Context: an optimization exercise on an open-source flow, tuned for small area. The choices shown serve that exercise and are no tape-out recipe. In this exercise RTL edits were held to simulation tests only and were not proved equivalent to the original. Power figures rest on the tool's default switching activity, not on a simulated workload.

===== flow/config.mk =====
export PLATFORM = sky130hd
export DESIGN_NAME = Matrix_Multiplication
export DESIGN_NICKNAME = Matrix_Multiplication
export VERILOG_FILES = /design/flow/design.v
export SDC_FILE = /design/flow/constraint.sdc
export NUM_CORES = 4
export LEC_CHECK = 0
export CAP_MARGIN = 20
export CORE_MARGIN = 2
export CORE_UTILIZATION = 40
export SLEW_MARGIN = 20

===== flow/design.v =====
module Systolic_array (
    input clk, reset,
    input [7:0] in_a, in_b,
    output reg [7:0] out_a, out_b,
    output reg [16:0] out_c
);
  wire [16:0] nxt;
  wire [63:0] pp;
  Systolic_pp P (.a(in_a), .b(in_b), .p(pp));
  wire hs1 = pp[0] ^ out_c[0];
  wire hc2 = (~pp[0]) & (out_c[0]);
  wire s3, c4;
  assign {c4, s3} = {1'b0, ~out_c[1]} + {1'b0, pp[1]} + {1'b0, pp[8]};
  wire hs5 = hc2 ^ s3;
  wire hc6 = (hc2) & (~s3);
  wire s7, c8;
  assign {c8, s7} = {1'b0, ~out_c[2]} + {1'b0, pp[2]} + {1'b0, pp[9]};
  wire s9, c10;
  assign {c10, s9} = {1'b0, pp[16]} + {1'b0, c4} + {1'b0, s7};
  wire hs11 = hc6 ^ s9;
  wire hc12 = (hc6) & (~s9);
  wire s13, c14;
  assign {c14, s13} = {1'b0, ~out_c[3]} + {1'b0, pp[3]} + {1'b0, pp[10]};
  wire s15, c16;
  assign {c16, s15} = {1'b0, pp[17]} + {1'b0, pp[24]} + {1'b0, c8};
  wire s17, c18;
  assign {c18, s17} = {1'b0, s13} + {1'b0, c10} + {1'b0, s15};
  wire hs19 = hc12 ^ s17;
  wire hc20 = (hc12) & (~s17);
  wire s21, c22;
  assign {c22, s21} = {1'b0, ~out_c[4]} + {1'b0, pp[4]} + {1'b0, pp[11]};
  wire s23, c24;
  assign {c24, s23} = {1'b0, pp[18]} + {1'b0, pp[25]} + {1'b0, pp[32]};
  wire s25, c26;
  assign {c26, s25} = {1'b0, c14} + {1'b0, s21} + {1'b0, s23};
  wire s27, c28;
  assign {c28, s27} = {1'b0, c16} + {1'b0, s25} + {1'b0, c18};
  wire hs29 = hc20 ^ s27;
  wire hc30 = (hc20) & (~s27);
  wire s31, c32;
  assign {c32, s31} = {1'b0, ~out_c[5]} + {1'b0, pp[5]} + {1'b0, pp[12]};
  wire s33, c34;
  assign {c34, s33} = {1'b0, pp[19]} + {1'b0, pp[26]} + {1'b0, pp[33]};
  wire s35, c36;
  assign {c36, s35} = {1'b0, pp[40]} + {1'b0, c22} + {1'b0, c24};
  wire s37, c38;
  assign {c38, s37} = {1'b0, s31} + {1'b0, s33} + {1'b0, c26};
  wire s39, c40;
  assign {c40, s39} = {1'b0, s35} + {1'b0, s37} + {1'b0, c28};
  wire hs41 = hc30 ^ s39;
  wire hc42 = (hc30) & (~s39);
  wire s43, c44;
  assign {c44, s43} = {1'b0, ~out_c[6]} + {1'b0, pp[6]} + {1'b0, pp[13]};
  wire s45, c46;
  assign {c46, s45} = {1'b0, pp[20]} + {1'b0, pp[27]} + {1'b0, pp[34]};
  wire s47, c48;
  assign {c48, s47} = {1'b0, pp[41]} + {1'b0, pp[48]} + {1'b0, c32};
  wire s49, c50;
  assign {c50, s49} = {1'b0, c34} + {1'b0, s43} + {1'b0, s45};
  wire s51, c52;
  assign {c52, s51} = {1'b0, c36} + {1'b0, s47} + {1'b0, s49};
  wire s53, c54;
  assign {c54, s53} = {1'b0, c38} + {1'b0, s51} + {1'b0, c40};
  wire hs55 = hc42 ^ s53;
  wire hc56 = (hc42) & (~s53);
  wire s57, c58;
  assign {c58, s57} = {1'b0, ~out_c[7]} + {1'b0, pp[7]} + {1'b0, pp[14]};
  wire s59, c60;
  assign {c60, s59} = {1'b0, pp[21]} + {1'b0, pp[28]} + {1'b0, pp[35]};
  wire s61, c62;
  assign {c62, s61} = {1'b0, pp[42]} + {1'b0, pp[49]} + {1'b0, pp[56]};
  wire s63, c64;
  assign {c64, s63} = {1'b0, c44} + {1'b0, c46} + {1'b0, s57};
  wire s65, c66;
  assign {c66, s65} = {1'b0, s59} + {1'b0, s61} + {1'b0, c48};
  wire s67, c68;
  assign {c68, s67} = {1'b0, c50} + {1'b0, s63} + {1'b0, s65};
  wire s69, c70;
  assign {c70, s69} = {1'b0, c52} + {1'b0, s67} + {1'b0, c54};
  wire hs71 = hc56 ^ s69;
  wire hc72 = (hc56) & (~s69);
  wire s73, c74;
  assign {c74, s73} = {1'b0, ~out_c[8]} + {1'b0, pp[15]} + {1'b0, pp[22]};
  wire s75, c76;
  assign {c76, s75} = {1'b0, pp[29]} + {1'b0, pp[36]} + {1'b0, pp[43]};
  wire s77, c78;
  assign {c78, s77} = {1'b0, pp[50]} + {1'b0, pp[57]} + {1'b0, c58};
  wire s79, c80;
  assign {c80, s79} = {1'b0, c60} + {1'b0, c62} + {1'b0, s73};
  wire s81, c82;
  assign {c82, s81} = {1'b0, s75} + {1'b0, c64} + {1'b0, s77};
  wire s83, c84;
  assign {c84, s83} = {1'b0, s79} + {1'b0, c66} + {1'b0, s81};
  wire s85, c86;
  assign {c86, s85} = {1'b0, c68} + {1'b0, s83} + {1'b0, c70};
  wire hs87 = hc72 ^ s85;
  wire hc88 = (hc72) & (~s85);
  wire s89, c90;
  assign {c90, s89} = {1'b0, ~out_c[9]} + {1'b0, pp[23]} + {1'b0, pp[30]};
  wire s91, c92;
  assign {c92, s91} = {1'b0, pp[37]} + {1'b0, pp[44]} + {1'b0, pp[51]};
  wire s93, c94;
  assign {c94, s93} = {1'b0, pp[58]} + {1'b0, c74} + {1'b0, c76};
  wire s95, c96;
  assign {c96, s95} = {1'b0, s89} + {1'b0, s91} + {1'b0, c78};
  wire s97, c98;
  assign {c98, s97} = {1'b0, c80} + {1'b0, s93} + {1'b0, c82};
  wire s99, c100;
  assign {c100, s99} = {1'b0, s95} + {1'b0, c84} + {1'b0, s97};
  wire s101, c102;
  assign {c102, s101} = {1'b0, s99} + {1'b0, c86} + {1'b0, ~hc88};
  wire s103, c104;
  assign {c104, s103} = {1'b0, ~out_c[10]} + {1'b0, pp[31]} + {1'b0, pp[38]};
  wire s105, c106;
  assign {c106, s105} = {1'b0, pp[45]} + {1'b0, pp[52]} + {1'b0, pp[59]};
  wire s107, c108;
  assign {c108, s107} = {1'b0, c90} + {1'b0, c92} + {1'b0, s103};
  wire s109, c110;
  assign {c110, s109} = {1'b0, s105} + {1'b0, c94} + {1'b0, s107};
  wire s111, c112;
  assign {c112, s111} = {1'b0, c96} + {1'b0, s109} + {1'b0, c98};
  wire s113, c114;
  assign {c114, s113} = {1'b0, c100} + {1'b0, s111} + {1'b0, c102};
  wire s115, c116;
  assign {c116, s115} = {1'b0, ~out_c[11]} + {1'b0, pp[39]} + {1'b0, pp[46]};
  wire s117, c118;
  assign {c118, s117} = {1'b0, pp[53]} + {1'b0, pp[60]} + {1'b0, c104};
  wire s119, c120;
  assign {c120, s119} = {1'b0, c106} + {1'b0, s115} + {1'b0, c108};
  wire s121, c122;
  assign {c122, s121} = {1'b0, s117} + {1'b0, c110} + {1'b0, s119};
  wire s123, c124;
  assign {c124, s123} = {1'b0, s121} + {1'b0, c112} + {1'b0, c114};
  wire s125, c126;
  assign {c126, s125} = {1'b0, ~out_c[12]} + {1'b0, pp[47]} + {1'b0, pp[54]};
  wire s127, c128;
  assign {c128, s127} = {1'b0, pp[61]} + {1'b0, c116} + {1'b0, s125};
  wire s129, c130;
  assign {c130, s129} = {1'b0, c118} + {1'b0, s127} + {1'b0, c120};
  wire s131, c132;
  assign {c132, s131} = {1'b0, c122} + {1'b0, s129} + {1'b0, c124};
  wire s133, c134;
  assign {c134, s133} = {1'b0, ~out_c[13]} + {1'b0, pp[55]} + {1'b0, pp[62]};
  wire s135, c136;
  assign {c136, s135} = {1'b0, c126} + {1'b0, s133} + {1'b0, c128};
  wire s137, c138;
  assign {c138, s137} = {1'b0, s135} + {1'b0, c130} + {1'b0, c132};
  wire s139, c140;
  assign {c140, s139} = {1'b0, ~out_c[14]} + {1'b0, pp[63]} + {1'b0, c134};
  wire s141, c142;
  assign {c142, s141} = {1'b0, s139} + {1'b0, c136} + {1'b0, c138};
  wire s143, c144;
  assign {c144, s143} = {1'b0, ~out_c[15]} + {1'b0, c140} + {1'b0, c142};
  wire x145 = out_c[16] ^ c144;
  assign nxt[0] = ~hs1;
  assign nxt[1] = ~hs5;
  assign nxt[2] = ~hs11;
  assign nxt[3] = ~hs19;
  assign nxt[4] = ~hs29;
  assign nxt[5] = ~hs41;
  assign nxt[6] = ~hs55;
  assign nxt[7] = ~hs71;
  assign nxt[8] = ~hs87;
  assign nxt[9] = ~s101;
  assign nxt[10] = ~s113;
  assign nxt[11] = ~s123;
  assign nxt[12] = ~s131;
  assign nxt[13] = ~s137;
  assign nxt[14] = ~s141;
  assign nxt[15] = ~s143;
  assign nxt[16] = ~x145;
  always @(posedge clk or posedge reset) begin
    if (reset) begin
      out_a <= 8'b0;
      out_b <= 8'b0;
      out_c <= 17'b0;
    end else begin
      out_c <= nxt;
      out_a <= in_a;
      out_b <= in_b;
    end
  end
endmodule
module Systolic_pp (
    input [7:0] a, b,
    output [63:0] p
);
  genvar i, j;
  generate
    for (i = 0; i < 8; i = i + 1) begin : g_i
      for (j = 0; j < 8; j = j + 1) begin : g_j
        assign p[8*i+j] = ~(a[i] & b[j]);
      end
    end
  endgenerate
endmodule
module Matrix_Multiplication (
  input clk, reset,
  input [7:0] a1, a2, a3, a4, b1, b2, b3, b4,
  output [16:0] c1, c2, c3, c4, c5, c6, c7, c8, c9, c10, c11, c12, c13, c14, c15, c16
);
  wire [7:0] 
  p12, p15, p23, p26, 
  p34, p37, p48, p56, 
  p59, p610, p67, p78, 
  p711, p812, p913, p910, 
  p1014, p1011, p1115, p1112, 
  p1216, p1314, p1415, p1516;
  Systolic_array B1(
    .clk(clk),
    .reset(reset),
    .in_a(a1),
    .in_b(b1),
    .out_a(p15),
    .out_b(p12),
    .out_c(c1)
  );
  Systolic_array B2(
    .clk(clk),
    .reset(reset),
    .in_a(a2),
    .in_b(p12),
    .out_a(p26),
    .out_b(p23),
    .out_c(c2)
  );
  Systolic_array B3(
    .clk(clk),
    .reset(reset),
    .in_a(a3),
    .in_b(p23),
    .out_a(p37),
    .out_b(p34),
    .out_c(c3)
  );
  Systolic_array B4(
    .clk(clk),
    .reset(reset),
    .in_a(a4),
    .in_b(p34),
    .out_a(p48),
    .out_b(),
    .out_c(c4)
  );
  Systolic_array B5(
    .clk(clk),
    .reset(reset),
    .in_a(p15),
    .in_b(b2),
    .out_a(p59),
    .out_b(p56),
    .out_c(c5)
  );
  Systolic_array B6(
    .clk(clk),
    .reset(reset),
    .in_a(p26),
    .in_b(p56),
    .out_a(p610),
    .out_b(p67),
    .out_c(c6)
  );
  Systolic_array B7(
    .clk(clk),
    .reset(reset),
    .in_a(p37),
    .in_b(p67),
    .out_a(p711),
    .out_b(p78),
    .out_c(c7)
  );
  Systolic_array B8(
    .clk(clk),
    .reset(reset),
    .in_a(p48),
    .in_b(p78),
    .out_a(p812),
    .out_b(),
    .out_c(c8)
  );
  Systolic_array B9(
    .clk(clk),
    .reset(reset),
    .in_a(p59),
    .in_b(b3),
    .out_a(p913),
    .out_b(p910),
    .out_c(c9)
  );
  Systolic_array B10(
    .clk(clk),
    .reset(reset),
    .in_a(p610),
    .in_b(p910),
    .out_a(p1014),
    .out_b(p1011),
    .out_c(c10)
  );
  Systolic_array B11(
    .clk(clk),
    .reset(reset),
    .in_a(p711),
    .in_b(p1011),
    .out_a(p1115),
    .out_b(p1112),
    .out_c(c11)
  );
  Systolic_array B12(
    .clk(clk),
    .reset(reset),
    .in_a(p812),
    .in_b(p1112),
    .out_a(p1216),
    .out_b(),
    .out_c(c12)
  );
  Systolic_array B13(
    .clk(clk),
    .reset(reset),
    .in_a(p913),
    .in_b(b4),
    .out_a(),
    .out_b(p1314),
    .out_c(c13)
  );
  Systolic_array B14(
    .clk(clk),
    .reset(reset),
    .in_a(p1014),
    .in_b(p1314),
    .out_a(),
    .out_b(p1415),
    .out_c(c14)
  );
  Systolic_array B15(
    .clk(clk),
    .reset(reset),
    .in_a(p1115),
    .in_b(p1415),
    .out_a(),
    .out_b(p1516),
    .out_c(c15)
  );
  Systolic_array B16(
    .clk(clk),
    .reset(reset),
    .in_a(p1216),
    .in_b(p1516),
    .out_a(),
    .out_b(),
    .out_c(c16)
  );
endmodule

===== flow/constraint.sdc =====
create_clock -name core_clock -period 8.0 [get_ports {clk}]
set_input_delay 1.6000 -clock core_clock [delete_from_list [all_inputs] [get_ports {clk}]]
set_output_delay 1.6000 -clock core_clock [all_outputs]
set_load 0.01 [all_outputs]

===== flow/run.sh =====
#!/bin/bash
# synth_recipe.tcl (not shown) runs the flow's synth.tcl, then flattens the netlist and writes it again
# the make line also repeats each setting of config.mk as NAME=value (left out here)
make -C /OpenROAD-flow-scripts/flow DESIGN_CONFIG=/design/flow/config.mk WORK_HOME=/design/flow/orfs CLKGATE_MAP_FILE= SYNTH_SCRIPT=/design/flow/synth_recipe.tcl finish

==> run summary <==
[critical path, stage by stage]
cell and delay (ns):
sky130_fd_sc_hd__clkdlybuf4s50_1 0.54, sky130_fd_sc_hd__and2_1 0.17, sky130_fd_sc_hd__fa_1 0.44, sky130_fd_sc_hd__fa_2 0.36
sky130_fd_sc_hd__fa_1 0.52, sky130_fd_sc_hd__fa_1 0.17, sky130_fd_sc_hd__inv_1 0.06, sky130_fd_sc_hd__fa_2 0.40
sky130_fd_sc_hd__fa_2 0.41, sky130_fd_sc_hd__fa_1 0.53, sky130_fd_sc_hd__inv_1 0.04, sky130_fd_sc_hd__ha_1 0.21
sky130_fd_sc_hd__fa_2 0.41, sky130_fd_sc_hd__fa_2 0.40, sky130_fd_sc_hd__fa_2 0.38, sky130_fd_sc_hd__fa_2 0.40
sky130_fd_sc_hd__fa_2 0.37, sky130_fd_sc_hd__fa_2 0.37, sky130_fd_sc_hd__fa_1 0.40, sky130_fd_sc_hd__xor2_1 0.17
[synthesized netlist by cell type]
cell	n
sky130_fd_sc_hd__and2_1	1024
sky130_fd_sc_hd__dfrtp_1	464
sky130_fd_sc_hd__fa_1	1008
sky130_fd_sc_hd__ha_1	144
sky130_fd_sc_hd__inv_1	177
sky130_fd_sc_hd__xor2_1	16
[cells by family (layout without fill, tap and decap cells)]
kind of cell  count (synthesis)  in the layout  share of synthesized area (%)
xor+xnor                     16             16                         0.3434
fa+ha+maj                  1152           1152                          53.87
buf+inv                     177            755                          1.628
flops                       464            464                          28.46
other cells                   0              1                              0
simple gates               1024           1024                          15.70
[stage by stage]
step / hold WS (ns) / utilization, % / setup TNS [ns]
3_3_place_gp: 0.4525 / 46.35 / -9.944
4_1_cts: 0.4661 / 48.51 / 0
3_5_place_dp: 0.4562 / 46.35 / -11.50
5_1_grt: 0.4776 / 48.58 / 0
6_report: 0.4640 / 48.58 / 0
2_1_floorplan: 0.4310 / - / 0
[worst min-delay path by stage]
stage / startpoint / endpoint / cells after the start
finish: B16.out_c[16]$_DFF_PP0_ / B16.out_c[16]$_DFF_PP0_ / 1
CTS: B16.out_c[16]$_DFF_PP0_ / B16.out_c[16]$_DFF_PP0_ / 1
global route: B8.out_c[16]$_DFF_PP0_ / B8.out_c[16]$_DFF_PP0_ / 1
floorplan: B6.out_a[7]$_DFF_PP0_ / B10.out_a[7]$_DFF_PP0_ / 0
global placement: B8.out_c[16]$_DFF_PP0_ / B8.out_c[16]$_DFF_PP0_ / 1
detailed placement: B16.out_c[16]$_DFF_PP0_ / B16.out_c[16]$_DFF_PP0_ / 1
[power by group through the flow]
stage	sequential (uW)	clock, uW	combinational (uW)
floorplan	4530	0	8850
global placement	4530	0	13600
detailed placement	4510	0	13700
CTS	4490	3140	14000
global route	4600	3220	16100
finish	4450	3040	13500
[per-layer routing]
layer	GRT usage, %	wire, um	up-vias
met2	32.83	47950	391
met1	27.07	40990	12480
li1	-	-	9642
met3	4.245	5065	145
met5	0	55	-
met4	5.468	2368	8
[final cells by class]
type                       instances  area [um^2]  share of cell area (%)
multi-input combinational       2192        28690                   58.20
sequential                       464        11610                   23.56
timing repair buffer             466         4415                   8.958
tap                             1368         1712                   3.473
clock buffer                      81         1692                   3.432
inverter                         177        668.1                   1.356
clock inverter                    31        503.0                   1.020
antenna                            1        2.502                0.005077
[timing repair]
action                     in CTS  in global routing
setup endpoints to repair       4                 14
pin swaps                       0                  6
resized for setup               7                 37
==> impl.org <==
** Yosys
- Yosys attributes the largest share of cell area to sky130_fd_sc_hd__fa_1 49%, sky130_fd_sc_hd__dfrtp_1 28%, sky130_fd_sc_hd__and2_1 16%.
- Nets in the synthesized netlist :: 4051
- Synth unique cells :: 6
- Netlist area before placement :: 40800 um^2
- In this run, synthesis produced a sequential element count of 464.
- Share of synthesized area occupied by flip-flops and latches :: 28.46%
- For this run, the number of Yosys warnings is 1.
- Synth Instances :: 2833
- Cell taking the most area after synthesis :: sky130_fd_sc_hd__fa_1
- Proportion of netlist area held by the largest area contributor :: 49.46%
- Per-instance average area after synthesis :: ~14 um^2

** CTS
- TritonCTS clock tree :: done
- Root Buffer :: sky130_fd_sc_hd__clkbuf_16
- Maximum count of clock buffers along a single path :: 3
- CTS saw 464 sinks.
- Number of levels in the clock H-tree :: 2
- CTS Buf Count :: 60
- Clock latency on the worst-skew pair, taken at its later pin, is 0.65 ns.
- Hold repair after CTS inserted 0 buffers.
- CTS clk-pin slew, worst paths :: about 0.060 ns
- After clock tree synthesis, the setup repair step added 0 buffers.

** Setup path
- Worst R2R End :: B12.out_c[16]$_DFF_PP0_
- Req. time, crit path :: 8.53 ns
- At the worst endpoint, the arrival time is 8.35 ns.
- Capture point of the worst path :: B1.out_c[16]$_DFF_PP0_
- Nature of the critical path startpoint :: input pin
- The worst setup path is captured at a flip-flop.
- First element of the critical path :: b1[3]
- Launch point of the worst reg-to-reg path :: B11.out_b[2]$_DFF_PP0_
- Of all nets on the critical path, the largest fanout is 5.
- Crit path kind :: in2reg
- Count of cells along the worst register-to-register path :: 19
- Register-to-Register Setup Slack :: 0.37 ns

** Flow run
- Maximum capacitance violations :: 0

** Pwr
- Design internal power :: ~12000 uW
- IR analysis of the VDD net gives a maximum drop of 252.8 uV.
- In this run the power spent charging and discharging nets is between 8000 and 9000 uW.
- Fraction of power spent switching nets :: 42.01%
- Logic pwr share :: 64.3%
- Sequential cells account for between 20% and 30% of the total power.
- Leakage component of the power :: roughly 0.022 uW
- For this design the ratio of total power to cell area is 425.4 nW/um^2.
- Per report_power, the clock group accounts for 14.5% of the total.
- After layout, the design draws a total of 20970 uW.

** Global routing
- Overflow after GRT :: 0
- GRT Overall Usage :: approximately a fifth
- Entering global routing, the biggest net connects ~160 pins.
- The number of antenna violations at the first check in global routing came to 5.
- The number of global-route vias before repair came to approximately 28000.
- Global-route wire length before repair :: roughly 160000 um

** Floorplanning
- DIE HEIGHT :: 323.4 um
- Die Footprint :: 104600 um^2
- Die width :: 323.4 um
- For this configuration, the core starts out at a cell density of 40.22%.
- Placeable core region :: 101400 um^2
- FP Rows :: between 100 and 150
- Number of top-level pins :: roughly 340

** Route
- For this block, the routed nets add up to 96430 um of wire.
- DR iter-0 viols :: about 980
- The first detailed-routing pass took 4 iterations.
- Number of vias after detailed routing :: about 23000
- After detailed routing, the average wire length per cell comes to 20.17 um.
- In the routed design, unresolved DRC markers number 0.
- Using the TritonRoute via totals, the vias-per-cell ratio works out to 4.742.
- Number of nets with antenna violations after routing :: 0

** Finish
- The post-route netlist has under 10% of its cells at a drive strength greater than 1.
- Commonest cells after routing, fill and taps aside :: 1023 x sky130_fd_sc_hd__and2_1, 946 x sky130_fd_sc_hd__fa_1, 464 x sky130_fd_sc_hd__dfrtp_1, 304 x sky130_fd_sc_hd__clkdlybuf4s50_1, 176 x sky130_fd_sc_hd__inv_1
- Area added between synthesis and finish :: 20.80%
- Post-route cell area :: between 40000 and 50000 um^2
- Non-Filler Instances :: roughly 4800
- Filler cell count in the final layout :: 8895
- Leaving out fill and tap cells, the most frequent cell in the layout is sky130_fd_sc_hd__and2_1.
- # nets final :: 4579

** Placement
- In this run the cell area measured after placement is 47030 um^2.
- Pre-CTS setup slack :: -0.8405 ns
- The number of placed instances, taps included, is 4667.
- The congestion estimate from routability-driven global placement came to 0.8437.
- The count of buffers added on input and output ports is 337.
- Estimated wirelength of the detail-placed design :: 76670 um

** Status
- Result of the run :: finished clean

** Hold path
- The tightest min-delay check is of the reg2reg type.

** Timing
- The count of final hold-check violations came to 0.
- Largest clock skew in the final design :: 0.01629 ns
- Final setup violation count :: 0
- Once routing completed, OpenROAD measured the worst setup slack at 0.1753 ns.
- Pins Over Slew Limit :: 0
- Maximum clock frequency :: 0.1278 GHz
- For the pin with the worst max-slew slack, the measured transition is 0.9552 ns.
- Final clock period utilization by the worst path :: a little under 100%
- Time the worst path needs with I/O delays and setup :: 7.825 ns
- Setup repair after global routing left no endpoint under its margin.
- Measured against its own limit, the worst slew margin works out to 36.32%.

[port drivers added, routing unchanged]
The results above use ideal ports. As a check the final layout listed here was re-extracted and re-timed, cells and wires unchanged.
Step 1 sets driving cells, clkbuf_16 on the clock port and buf_2 on the other inputs (assumed; they add their load-dependent delay and slew).
Step 2 moves the port delays by t, midway between the first and last clock arrival at a register: inputs arrive t later, outputs are due t later. That takes back most of the time a late clock gives input paths.
Three values: ideal ports, drivers, drivers and shift; two values: the first two.
shift t [ns]: 0.710
setup WS [ns]: 0.175 / 0.216 / -0.494
worst data-port slew with drivers (ns): 0.07
cell pins on the clock port's net: 1
With both steps, setup timing fails in this run, where it was met with ideal ports. The setup slack of this run moves by +0.041 ns with the drivers and by -0.669 ns with both steps.
